This design comes from an exercise in tuning for small area on the open sky130 flow, not from production work. The RTL was checked by simulation tests, not by an equivalence proof against the original design. Power and IR drop assume default switching activity.

## cpu_top
module cpu_top(input clk,
    input rst,
    output imem_req,
    output [15:0]imem_addr,
    input imem_ready,
    input [63:0]imem_data,
    output dmem_req,
    output [15:0]dmem_addr,
    input dmem_ready,
    input [63:0]dmem_data,
    output halted,
    output [255:0]regs_out);
Settings: LEC_CHECK=0, CAP_MARGIN=10, CORE_MARGIN=2, CORE_UTILIZATION=45, CTS_CLUSTER_DIAMETER=100, CTS_CLUSTER_SIZE=25, PLACE_DENSITY=0.55, SLEW_MARGIN=10, SYNTH_HIERARCHICAL=1; clock period 20.0 ns.
standard.sh (not shown) runs the stock make flow with config.mk's settings and CLKGATE_MAP_FILE= SYNTH_SCRIPT=/design/flow/synth_recipe.tcl, a recipe that flattens the netlist after the stock synthesis.
==> flow/flow/run.sh <==
#!/bin/bash
set -euo pipefail
export BUFFER_PORTS_ARGS="-buffer_cell sky130_fd_sc_hd__buf_1"
export CTS_ARGS="-sink_clustering_enable -repair_clock_nets -sink_clustering_size 25 -sink_clustering_max_diameter 100 -dont_use_dummy_load"
bash standard.sh > standard.log 2>&1
Change:
--- a/flow/design.v
+++ b/flow/design.v
@@ -205,29 +205,28 @@
     aoread #(.N(16), .W(10)) iTagRd0(.sel(iSetOH), .data(iTagData), .out(rdTag0));
     aoread #(.N(16), .W(10)) iTagRd1(.sel(iSetOH), .data(iTagData1), .out(rdTag1));
     wire value1V = |(iSetOH & iV0);
     wire value2V = |(iSetOH & iV1);
     wire icachev1Hit = value1V && (rdTag0 == iTag);
     wire icachev2Hit = value2V && (rdTag1 == iTag);
     wire icacheHit = icachev1Hit || icachev2Hit;
-    reg [63:0]iWordSel;
-    reg [959:0]iWordData0, iWordData1;
+    reg [127:0]iWordSel;
+    reg [1919:0]iWordData;
     always @(*) begin
         for(k = 0; k < 16; k = k + 1) begin
             for(w = 0; w < 4; w = w + 1) begin
-                iWordSel[k*4+w] = iSetOH[k] && iWordOH[w];
-                iWordData0[(k*4+w)*15 +: 15] = iDat0[k][59-15*w -: 15];
-                iWordData1[(k*4+w)*15 +: 15] = iDat1[k][59-15*w -: 15];
+                iWordSel[k*4+w] = iSetOH[k] && iWordOH[w] && icachev1Hit;
+                iWordSel[64+k*4+w] = iSetOH[k] && iWordOH[w] && icachev2Hit && !icachev1Hit;
+                iWordData[(k*4+w)*15 +: 15] = iDat0[k][59-15*w -: 15];
+                iWordData[(64+k*4+w)*15 +: 15] = iDat1[k][59-15*w -: 15];
             end
         end
     end
-    wire [14:0]iWord0, iWord1;
-    aoread #(.N(64), .W(15)) iWordRd0(.sel(iWordSel), .data(iWordData0), .out(iWord0));
-    aoread #(.N(64), .W(15)) iWordRd1(.sel(iWordSel), .data(iWordData1), .out(iWord1));
-    wire [14:0]iHitWord = icachev1Hit ? iWord0 : iWord1;
+    wire [14:0]iHitWord;
+    aoread #(.N(128), .W(15)) iWordRd(.sel(iWordSel), .data(iWordData), .out(iHitWord));
     wire [59:0]iDataC = {cw(imem_data[63:48]), cw(imem_data[47:32]), cw(imem_data[31:16]), cw(imem_data[15:0])};
     assign imemOut = icacheHit ? iHitWord :
                      (blockIndex == 3) ? iDataC[14:0] :
                      (blockIndex == 2) ? iDataC[29:15] :
                      (blockIndex == 1) ? iDataC[44:30] :
                      iDataC[59:45];
     assign imem_req = !icacheHit && iRead;
@@ -317,29 +316,28 @@
     aoread #(.N(16), .W(10)) dTagRd0(.sel(dSetOH), .data(dTagData0), .out(rdDTag0));
     aoread #(.N(16), .W(10)) dTagRd1(.sel(dSetOH), .data(dTagData1), .out(rdDTag1));
     wire dvalue1V = |(dSetOH & dV0);
     wire dvalue2V = |(dSetOH & dV1);
     wire dcachev1Hit = dvalue1V && (rdDTag0 == dTag);
     wire dcachev2Hit = dvalue2V && (rdDTag1 == dTag);
     wire dcacheHit = dcachev1Hit || dcachev2Hit;
-    reg [63:0]dWordSel;
-    reg [1023:0]dWordData0, dWordData1;
+    reg [127:0]dWordSel;
+    reg [2047:0]dWordData;
     always @(*) begin
         for(k = 0; k < 16; k = k + 1) begin
             for(w = 0; w < 4; w = w + 1) begin
-                dWordSel[k*4+w] = dSetOH[k] && dWordOH[w];
-                dWordData0[(k*4+w)*16 +: 16] = dDat0[k][63-16*w -: 16];
-                dWordData1[(k*4+w)*16 +: 16] = dDat1[k][63-16*w -: 16];
+                dWordSel[k*4+w] = dSetOH[k] && dWordOH[w] && dcachev1Hit;
+                dWordSel[64+k*4+w] = dSetOH[k] && dWordOH[w] && dcachev2Hit && !dcachev1Hit;
+                dWordData[(k*4+w)*16 +: 16] = dDat0[k][63-16*w -: 16];
+                dWordData[(64+k*4+w)*16 +: 16] = dDat1[k][63-16*w -: 16];
             end
         end
     end
-    wire [15:0]dWord0, dWord1;
-    aoread #(.N(64), .W(16)) dWordRd0(.sel(dWordSel), .data(dWordData0), .out(dWord0));
-    aoread #(.N(64), .W(16)) dWordRd1(.sel(dWordSel), .data(dWordData1), .out(dWord1));
-    wire [15:0]dHitWord = dcachev1Hit ? dWord0 : dWord1;
+    wire [15:0]dHitWord;
+    aoread #(.N(128), .W(16)) dWordRd(.sel(dWordSel), .data(dWordData), .out(dHitWord));
     wire dataComplete = (dmem_ready && orlOutput == daddr);
     assign dmemReady = (dcacheHit && memAccess) || dataComplete;
     assign dmemOut = dcacheHit ? dHitWord :
                      (dBlockIndex == 3) ? dmem_data[15:0] :
                      (dBlockIndex == 2) ? dmem_data[31:16] :
                      (dBlockIndex == 1) ? dmem_data[47:32] :
                      dmem_data[63:48];
The changed run finished with timing, DRC and antenna clean; first-iteration DRC count is higher by roughly a tenth; sequential share of layout area shrinks by 0.33 points; die area rises slightly; total power is lower by a few percent; count of clock-buffer cells in the layout shrinks by 1; wire length came out higher by a few percent; final area increases slightly; cell count came out higher slightly; critical path depth came out lower by 1; combinational power fell by about a fifth; hold slack got worse by 0.0098 ns; flip-flop and latch count stays the same.

## what the ideal ports hide
No port has a modelled driver above. Below, the same layouts with a new extraction and two added sets of constraints. Step 1 sets driving cells, clkbuf_16 on the clock port and buf_2 on the other inputs (assumed; they add their load-dependent delay and slew). Step 2 times the ports against the registers' clock, not the clock port: input delays grow and output delays shrink by t, the midpoint of the rising clock arrivals with the driver on. a / b / c = no drivers / after step 1 / after step 2; a / b = the first two.
| run | shift t [ns] | slack for setup (ns) | slew at the worst register clock pin (ns) |
|---|---|---|---|
| the first run | 1.201 | 1.904 / 1.904 / 1.904 | 0.12 / 0.12 |
| the second run | 1.217 | 2.250 / 2.250 / 2.250 | 0.11 / 0.11 |
After both steps setup and hold are still met in every run listed.
